This is an optimization exercise on Yosys and OpenROAD, whose aim is small area, a short achievable clock period and few clock cycles, not a production implementation.
The RTL was checked by simulation tests, not by an equivalence proof against the original design.

==> try-amber <==
==> flow/design.v <==
module wisc_cache (
   input         clk,
   input         rst,
   input  [15:0] Addr,
   input  [15:0] DataIn,
   input         Rd,
   input         Wr,
   output [15:0] DataOut,
   output        Done,
   output        Stall,
   output        CacheHit,
   output        err,
   output [51:0] bank_addr,     
   output [63:0] bank_wdata,    
   output [3:0]  bank_we,       
   input  [63:0] bank_rdata     
);
   wire [15:0] M_addr, M_data_in, M_data_out;
   wire M_wr, M_rd, M_stall, M_err;
   wire [3:0] M_busy;
   mem_system #(1) cache0 (
      .DataOut(DataOut), .Done(Done), .Stall(Stall), .CacheHit(CacheHit), .err(err),
      .Addr(Addr), .DataIn(DataIn), .Rd(Rd), .Wr(Wr), .createdump(1'b0),
      .clk(clk), .rst(rst),
      .M_addr(M_addr), .M_data_in(M_data_in), .M_wr(M_wr), .M_rd(M_rd),
      .M_data_out(M_data_out), .M_stall(M_stall), .M_busy(M_busy), .err_mem(M_err));
   wisc_fbm mem (
      .clk(clk), .rst(rst), .addr(M_addr), .data_in(M_data_in), .wr(M_wr), .rd(M_rd),
      .data_out(M_data_out), .stall(M_stall), .busy(M_busy), .err(M_err),
      .bank_addr(bank_addr), .bank_wdata(bank_wdata), .bank_we(bank_we),
      .bank_rdata(bank_rdata));
endmodule
module wisc_fbm (
   input         clk,
   input         rst,
   input  [15:0] addr,
   input  [15:0] data_in,
   input         wr,
   input         rd,
   output [15:0] data_out,
   output        stall,
   output [3:0]  busy,
   output        err,
   output [51:0] bank_addr,
   output [63:0] bank_wdata,
   output [3:0]  bank_we,
   input  [63:0] bank_rdata
);
   wire [3:0] sel;
   assign sel[0] = (addr[2:1] == 2'd0);
   assign sel[1] = (addr[2:1] == 2'd1);
   assign sel[2] = (addr[2:1] == 2'd2);
   assign sel[3] = (addr[2:1] == 2'd3);
   wire [3:0] en = sel & ~busy & {4{wr | rd}};
   assign stall = (wr | rd) & ~rst & (|(sel & busy));
   wire [15:0] d0, d1, d2, d3;
   wire [3:0] berr;
   wisc_bank m0 (.clk(clk), .rst(rst), .data_in(data_in), .addr(addr[15:3]), .wr(wr), .rd(rd), .enable(en[0]),
                 .data_out(d0), .err(berr[0]), .st_addr(bank_addr[12:0]), .st_wdata(bank_wdata[15:0]),
                 .st_we(bank_we[0]), .st_rdata(bank_rdata[15:0]));
   wisc_bank m1 (.clk(clk), .rst(rst), .data_in(data_in), .addr(addr[15:3]), .wr(wr), .rd(rd), .enable(en[1]),
                 .data_out(d1), .err(berr[1]), .st_addr(bank_addr[25:13]), .st_wdata(bank_wdata[31:16]),
                 .st_we(bank_we[1]), .st_rdata(bank_rdata[31:16]));
   wisc_bank m2 (.clk(clk), .rst(rst), .data_in(data_in), .addr(addr[15:3]), .wr(wr), .rd(rd), .enable(en[2]),
                 .data_out(d2), .err(berr[2]), .st_addr(bank_addr[38:26]), .st_wdata(bank_wdata[47:32]),
                 .st_we(bank_we[2]), .st_rdata(bank_rdata[47:32]));
   wisc_bank m3 (.clk(clk), .rst(rst), .data_in(data_in), .addr(addr[15:3]), .wr(wr), .rd(rd), .enable(en[3]),
                 .data_out(d3), .err(berr[3]), .st_addr(bank_addr[51:39]), .st_wdata(bank_wdata[63:48]),
                 .st_we(bank_we[3]), .st_rdata(bank_rdata[63:48]));
   assign data_out = d0 | d1 | d2 | d3;
   assign err = (wr | rd) & ((|berr) | addr[0]);
   reg [3:0] bsy0, bsy1, bsy2;
   always @(posedge clk) begin
      bsy0 <= rst ? 4'd0 : en;
      bsy1 <= rst ? 4'd0 : bsy0;
      bsy2 <= rst ? 4'd0 : bsy1;
   end
   assign busy = bsy0 | bsy1 | bsy2;
endmodule
module wisc_bank (
   input         clk,
   input         rst,
   input  [15:0] data_in,
   input  [12:0] addr,
   input         wr,
   input         rd,
   input         enable,
   output [15:0] data_out,
   output        err,
   output [12:0] st_addr,
   output [15:0] st_wdata,
   output        st_we,
   input  [15:0] st_rdata
);
   wire rd0 = rd & ~wr & enable & ~rst;
   wire wr0 = ~rd & wr & enable & ~rst;
   reg rd1, wr1, rd2, wr2, rd3, wr3;
   reg [12:0] addr_1c;
   reg [15:0] data_in_1c, dout;
   always @(posedge clk) begin
      rd1 <= rst ? 1'b0 : rd0;
      wr1 <= rst ? 1'b0 : wr0;
      rd2 <= rst ? 1'b0 : rd1;
      wr2 <= rst ? 1'b0 : wr1;
      rd3 <= rst ? 1'b0 : rd2;
      wr3 <= rst ? 1'b0 : wr2;
      addr_1c <= rst ? 13'd0 : addr;
      data_in_1c <= rst ? 16'd0 : data_in;
      dout <= rst ? 16'd0 : (rd1 ? st_rdata : 16'd0);
   end
   wire busy = rd1 | rd2 | rd3 | wr1 | wr2 | wr3;
   assign err = ((rd0 | wr0) & busy) | (rd & wr & enable & ~rst);
   assign data_out = dout;
   assign st_addr = addr_1c;
   assign st_wdata = data_in_1c;
   assign st_we = wr1 & ~rst;
endmodule

module mem_system(
   output [15:0] DataOut,
   output        Done,
   output        Stall,
   output        CacheHit,
   output        err,
   input  [15:0] Addr,
   input  [15:0] DataIn,
   input         Rd,
   input         Wr,
   input         createdump,
   input         clk,
   input         rst,
   output [15:0] M_addr,
   output [15:0] M_data_in,
   output        M_wr,
   output        M_rd,
   input  [15:0] M_data_out,
   input         M_stall,
   input  [3:0]  M_busy,
   input         err_mem
   );
   parameter memtype = 0;
   reg         line_v;           
   reg  [15:3] line_tag;
   reg  [3:0]  word_v;           
   reg  [15:0] w0, w1, w2, w3;
   reg  [1:0]  st;
   wire [1:0] wd = Addr[2:1];
   wire tag_hit = line_v & (line_tag == Addr[15:3]);
   wire [15:0] cword = wd[1] ? (wd[0] ? w3 : w2) : (wd[0] ? w1 : w0);
   wire bank_free = ~M_busy[wd];
   wire can_send = ~(st[1] ^ st[0]);
   wire rd_hit = Rd & tag_hit & word_v[wd] & can_send;
   wire rd_arr = (st == 2'b10);
   assign M_rd = Rd & ~rd_hit & bank_free & can_send;
   assign M_wr = Wr & bank_free;
   assign M_addr = Addr;
   assign M_data_in = DataIn;
   assign Done = rd_hit | rd_arr | M_wr;
   assign DataOut = rd_arr ? M_data_out : cword;
   assign CacheHit = (rd_hit | M_wr) & ~st[0];
   assign Stall = Rd | Wr;
   assign err = Addr[0] | (Rd & Wr);
   wire put = (M_wr & tag_hit) | rd_arr;
   wire [15:0] put_d = rd_arr ? M_data_out : DataIn;
   always @(posedge clk) begin
      if (rst) begin
         st <= 2'b00;
         line_v <= 1'b0;
         word_v <= 4'b0000;
      end else begin
         if (st == 2'b01)
            st <= 2'b10;
         else if (st == 2'b10)
            st <= 2'b00;
         else if (M_rd)
            st <= 2'b01;
         else if ((Rd | Wr) & ~Done)
            st <= 2'b11;
         else
            st <= 2'b00;
         if (M_rd & ~tag_hit) begin
            line_v <= 1'b1;
            word_v <= 4'b0000;
         end else if (put) begin
            word_v[wd] <= 1'b1;
         end
      end
      if (M_rd & ~tag_hit)
         line_tag <= Addr[15:3];
      if (put) begin
         case (wd)
            2'd0: w0 <= put_d;
            2'd1: w1 <= put_d;
            2'd2: w2 <= put_d;
            2'd3: w3 <= put_d;
         endcase
      end
   end
endmodule
==> flow/flow/run.sh <==
#!/bin/bash
# The standard layout with four changes:
#  - the port buffers are buf_1 cells instead of the resizer's default
#    choice (clkdlybuf4s50_1);
#  - timing repair aims for more setup slack than the standard flow;
#  - clock tree synthesis adds no dummy loads;
#  - after the standard synthesis, each mux4 cell is rebuilt from NAND gates
#    (flow/eco.tcl), which is faster from its select inputs.
set -euo pipefail
export BUFFER_PORTS_ARGS="-buffer_cell sky130_fd_sc_hd__buf_1"
export SETUP_SLACK_MARGIN=6.4
export CTS_ARGS="-sink_clustering_enable -repair_clock_nets -buf_list sky130_fd_sc_hd__clkbuf_8 -dont_use_dummy_load"
bash standard.sh synth > synth.log 2>&1
R=$PWD/orfs/results/$FLOW_PLATFORM/wisc_cache/base
cat > eco_run.tcl <<EOT
read_db $R/1_synth.odb
source $PWD/flow/eco.tcl
write_db $R/1_synth.odb
EOT
openroad -no_init -exit eco_run.tcl > eco.log 2>&1
touch $R/1_synth.sdc
bash standard.sh > standard.log 2>&1
==> flow/flow/eco.tcl <==
# Replace each mux4 cell of the synthesized netlist with the same function
# built from NAND gates (two inverters, four nand3, one nand4), which is
# faster from the select inputs.
set db [ord::get_db]
set block [ord::get_db_block]
proc master {name} {
  set m [[ord::get_db] findMaster $name]
  if {$m eq "NULL" || $m eq ""} { error "no master $name" }
  return $m
}
proc pin_net {inst pin} { return [[$inst findITerm $pin] getNet] }
set n 0
foreach inst [$block getInsts] {
  set mname [[$inst getMaster] getName]
  if {![string match sky130_fd_sc_hd__mux4_* $mname]} { continue }
  set name [$inst getName]
  set a0 [pin_net $inst A0]; set a1 [pin_net $inst A1]
  set a2 [pin_net $inst A2]; set a3 [pin_net $inst A3]
  set s0 [pin_net $inst S0]; set s1 [pin_net $inst S1]
  set x  [pin_net $inst X]
  foreach it [$inst getITerms] { $it disconnect }
  odb::dbInst_destroy $inst
  set s0n [odb::dbNet_create $block ${name}_eco_s0n]
  set s1n [odb::dbNet_create $block ${name}_eco_s1n]
  set i0 [odb::dbInst_create $block [master sky130_fd_sc_hd__inv_1] ${name}_eco_i0]
  [$i0 findITerm A] connect $s0; [$i0 findITerm Y] connect $s0n
  set i1 [odb::dbInst_create $block [master sky130_fd_sc_hd__inv_1] ${name}_eco_i1]
  [$i1 findITerm A] connect $s1; [$i1 findITerm Y] connect $s1n
  set ts {}
  foreach {k sa sb d} [list 0 $s1n $s0n $a0 1 $s1n $s0 $a1 2 $s1 $s0n $a2 3 $s1 $s0 $a3] {
    set t [odb::dbNet_create $block ${name}_eco_t$k]
    set g [odb::dbInst_create $block [master sky130_fd_sc_hd__nand3_1] ${name}_eco_g$k]
    [$g findITerm A] connect $sa; [$g findITerm B] connect $sb; [$g findITerm C] connect $d
    [$g findITerm Y] connect $t
    lappend ts $t
  }
  set o [odb::dbInst_create $block [master sky130_fd_sc_hd__nand4_1] ${name}_eco_o]
  foreach p {A B C D} t $ts { [$o findITerm $p] connect $t }
  [$o findITerm Y] connect $x
  incr n
}
puts "ECO replaced $n mux4 cells"
==> flow/standard.sh <==
#!/bin/bash
# synth_recipe.tcl (not shown) runs the flow's synth.tcl, then flattens the netlist and writes it again
# the make line also repeats each setting of config.mk as NAME=value (left out here)
make -C /OpenROAD-flow-scripts/flow DESIGN_CONFIG=/design/flow/config.mk WORK_HOME=/design/flow/orfs CLKGATE_MAP_FILE= SYNTH_SCRIPT=/design/flow/synth_recipe.tcl "${@:-finish}"
==> flow/config.mk <==
export PLATFORM = sky130hd
export DESIGN_NAME = wisc_cache
export DESIGN_NICKNAME = wisc_cache
export VERILOG_FILES = /design/flow/design.v
export SDC_FILE = /design/flow/constraint.sdc
export NUM_CORES = 4
export LEC_CHECK = 0
export ABC_CLOCK_PERIOD_IN_PS = 1000
export CAP_MARGIN = 20
export CORE_MARGIN = 2
export CORE_UTILIZATION = 40
export CTS_BUF_LIST = sky130_fd_sc_hd__clkbuf_8
export PLACE_DENSITY = 0.6
export SLEW_MARGIN = 20
==> flow/constraint.sdc <==
create_clock -name core_clock -period 12.0 [get_ports {clk}]
set_input_delay 2.4000 -clock core_clock [delete_from_list [all_inputs] [get_ports {clk}]]
set_output_delay 2.4000 -clock core_clock [all_outputs]
set_load 0.01 [all_outputs]
==> inputs of try-delta, as changes to try-amber <==
==> flow/design.v, changed modules only <==
module mem_system(
   output [15:0] DataOut,
   output        Done,
   output        Stall,
   output        CacheHit,
   output        err,
   input  [15:0] Addr,
   input  [15:0] DataIn,
   input         Rd,
   input         Wr,
   input         createdump,
   input         clk,
   input         rst,
   output [15:0] M_addr,
   output [15:0] M_data_in,
   output        M_wr,
   output        M_rd,
   input  [15:0] M_data_out,
   input         M_stall,
   input  [3:0]  M_busy,
   input         err_mem
   );
   parameter memtype = 0;
   reg [1:0] st;
   wire bank_free = ~M_busy[Addr[2:1]];
   wire can_send = ~(st[1] ^ st[0]);
   assign M_rd = Rd & bank_free & can_send;
   assign M_wr = Wr & bank_free;
   assign M_addr = Addr;
   assign M_data_in = DataIn;
   assign Done = (st == 2'b10) | M_wr;
   assign DataOut = M_data_out;
   assign CacheHit = M_wr & ~st[0];
   assign Stall = Rd | Wr;
   assign err = Addr[0] | (Rd & Wr);
   always @(posedge clk) begin
      if (rst)
         st <= 2'b00;
      else if (st == 2'b01)
         st <= 2'b10;
      else if (st == 2'b10)
         st <= 2'b00;
      else if (M_rd)
         st <= 2'b01;
      else if ((Rd | Wr) & ~Done)
         st <= 2'b11;
      else
         st <= 2'b00;
   end
endmodule
--- a/flow/flow/run.sh
+++ b/flow/flow/run.sh
@@ -11,3 +11,3 @@
 export SETUP_SLACK_MARGIN=6.4
-export CTS_ARGS="-sink_clustering_enable -repair_clock_nets -buf_list sky130_fd_sc_hd__clkbuf_8 -dont_use_dummy_load"
+export CTS_ARGS="-sink_clustering_enable -repair_clock_nets -buf_list sky130_fd_sc_hd__clkbuf_4 -dont_use_dummy_load"
 bash standard.sh synth > synth.log 2>&1
Settings changed: CTS_BUF_LIST sky130_fd_sc_hd__clkbuf_8 to sky130_fd_sc_hd__clkbuf_4.
==> inputs of try-juniper, as changes to try-amber <==
==> flow/design.v, changed modules only <==
module mem_system(
   output [15:0] DataOut,
   output        Done,
   output        Stall,
   output        CacheHit,
   output        err,
   input  [15:0] Addr,
   input  [15:0] DataIn,
   input         Rd,
   input         Wr,
   input         createdump,
   input         clk,
   input         rst,
   output [15:0] M_addr,
   output [15:0] M_data_in,
   output        M_wr,
   output        M_rd,
   input  [15:0] M_data_out,
   input         M_stall,
   input  [3:0]  M_busy,
   input         err_mem
   );
   parameter memtype = 0;
   reg [1:0] st;
   wire bank_free = ~M_busy[Addr[2:1]];
   wire can_send = ~(st[1] ^ st[0]);
   assign M_rd = Rd & bank_free & can_send;
   assign M_wr = Wr & bank_free;
   assign M_addr = Addr;
   assign M_data_in = DataIn;
   assign Done = (st == 2'b10) | M_wr;
   assign DataOut = M_data_out;
   assign CacheHit = M_wr & ~st[0];
   assign Stall = Rd | Wr;
   assign err = Addr[0] | (Rd & Wr);
   always @(posedge clk) begin
      if (rst)
         st <= 2'b00;
      else if (st == 2'b01)
         st <= 2'b10;
      else if (st == 2'b10)
         st <= 2'b00;
      else if (M_rd)
         st <= 2'b01;
      else if ((Rd | Wr) & ~Done)
         st <= 2'b11;
      else
         st <= 2'b00;
   end
endmodule
==> flow/flow/run.sh (replaced) <==
#!/bin/bash
# The standard layout, with the port buffers made of buf_1 cells instead of
# the resizer's default choice (clkdlybuf4s50_1).
cp standard.sh standard_sh_copy.txt
export BUFFER_PORTS_ARGS="-buffer_cell sky130_fd_sc_hd__buf_1"
bash standard.sh > standard.log 2>&1
Settings changed: ABC_CLOCK_PERIOD_IN_PS 1000 to 10, CTS_CLUSTER_DIAMETER set to 60, CTS_CLUSTER_SIZE set to 30.
removed: flow/flow/eco.tcl
==> results.json <==
{
  "maxSlewHeadroom_pct": 63.46,
  "taps": 133,
  "ff2ff_setup_slack_ns": 10.39,
  "setup_ws_ns": 6.506,
  "fillers": 1006,
  "met3_usage_pct": 6.301,
  "reg2reg_depth": 6,
  "buf_share_pct": 20.80,
  "rsz0062_at_grt": "yes",
  "status": "no timing/DRC/antenna violations",
  "grt_pass1_vias": 2629,
  "post-route-period-util_pct": 45.78,
  "dpl_worst_slack_ns": 6.180,
  "power.total_mw": 0.6349,
  "min_period_ns": 5.494,
  "fp-row-count": 36,
  "cts_resized": 3,
  "p_int_mw": 0.4824,
  "multi_input_gates": 169
}
[end of results for try-delta]
==> results.json <==
{
  "cts_resized": 0,
  "fp-row-count": 36,
  "power.total_mw": 0.8166,
  "buf_share_pct": 19.02,
  "met3_usage_pct": 4.429,
  "status": "no timing/DRC/antenna violations",
  "rsz0062_at_grt": "no",
  "multi_input_gates": 165,
  "min_period_ns": 5.866,
  "die_area_mm2": 0.01101,
  "crit_buf_inv": 2,
  "maxSlewHeadroom_pct": 33.89,
  "taps": 133,
  "cp-start-kind": "input port",
  "post-route-period-util_pct": 48.89,
  "fillers": 978,
  "setup_ws_ns": 6.134,
  "ff2ff_setup_slack_ns": 10.24,
  "reg2reg_depth": 4,
  "grt_pass1_vias": 2607
}
[end of results for try-juniper]
==> results.json <==
{
  "fp-row-count": 50,
  "buf_share_pct": 16.19,
  "dpl_worst_slack_ns": 5.104,
  "maxSlewHeadroom_pct": 27.90,
  "rsz0062_at_grt": "yes",
  "post-route-period-util_pct": 51.58,
  "min_period_ns": 6.190,
  "cts_resized": 114,
  "p_int_mw": 0.9613,
  "power.total_mw": 1.301,
  "taps": 260,
  "status": "no timing/DRC/antenna violations",
  "grt_pass1_vias": 4890,
  "ff2ff_setup_slack_ns": 9.14,
  "reg2reg_depth": 6,
  "setup_ws_ns": 5.810,
  "fillers": 1683
}
[end of results for try-amber]
Testbench counts of try-amber, summed over its fixed seeds: cycles 54,441.
Testbench counts of try-delta, summed over its fixed seeds: cycles 54,679.
Testbench counts of try-juniper, summed over its fixed seeds: cycles 54,679.

port drivers added, routing unchanged:
The flow's constraints put no driver on any port. The routed layouts listed below were extracted and timed again, unchanged, in two steps. Step 1, drivers: a clkbuf_16 drives clk and a buf_2 each remaining input, both assumed. Step 2, shift: input delay + t, output delay - t, t = (earliest + latest rising clock arrival at the registers) / 2. This alone moves slack from input paths to output paths. Slacks: ideal / step 1 / step 2; pairs: ideal / step 1.
| run | shift t [ns] | setup WS [ns] | hold WS [ns] | clock arrival spread, ns |
|---|---|---|---|---|
| try-amber | 0.480 | 5.810 / 5.769 / 5.769 | 0.461 / 0.461 / 0.461 | 0.042 / 0.043 |
| try-delta | 0.480 | 6.506 / 6.468 / 6.468 | 0.449 / 0.449 / 0.449 | 0.043 / 0.043 |
| try-juniper | 0.430 | 6.134 / 6.106 / 6.106 | 0.466 / 0.466 / 0.466 | 0.013 / 0.013 |
After both steps every run listed still meets setup and hold. For try-amber, which loses most, drivers alone change the setup slack by -0.041 ns; drivers and shift together by -0.041 ns.
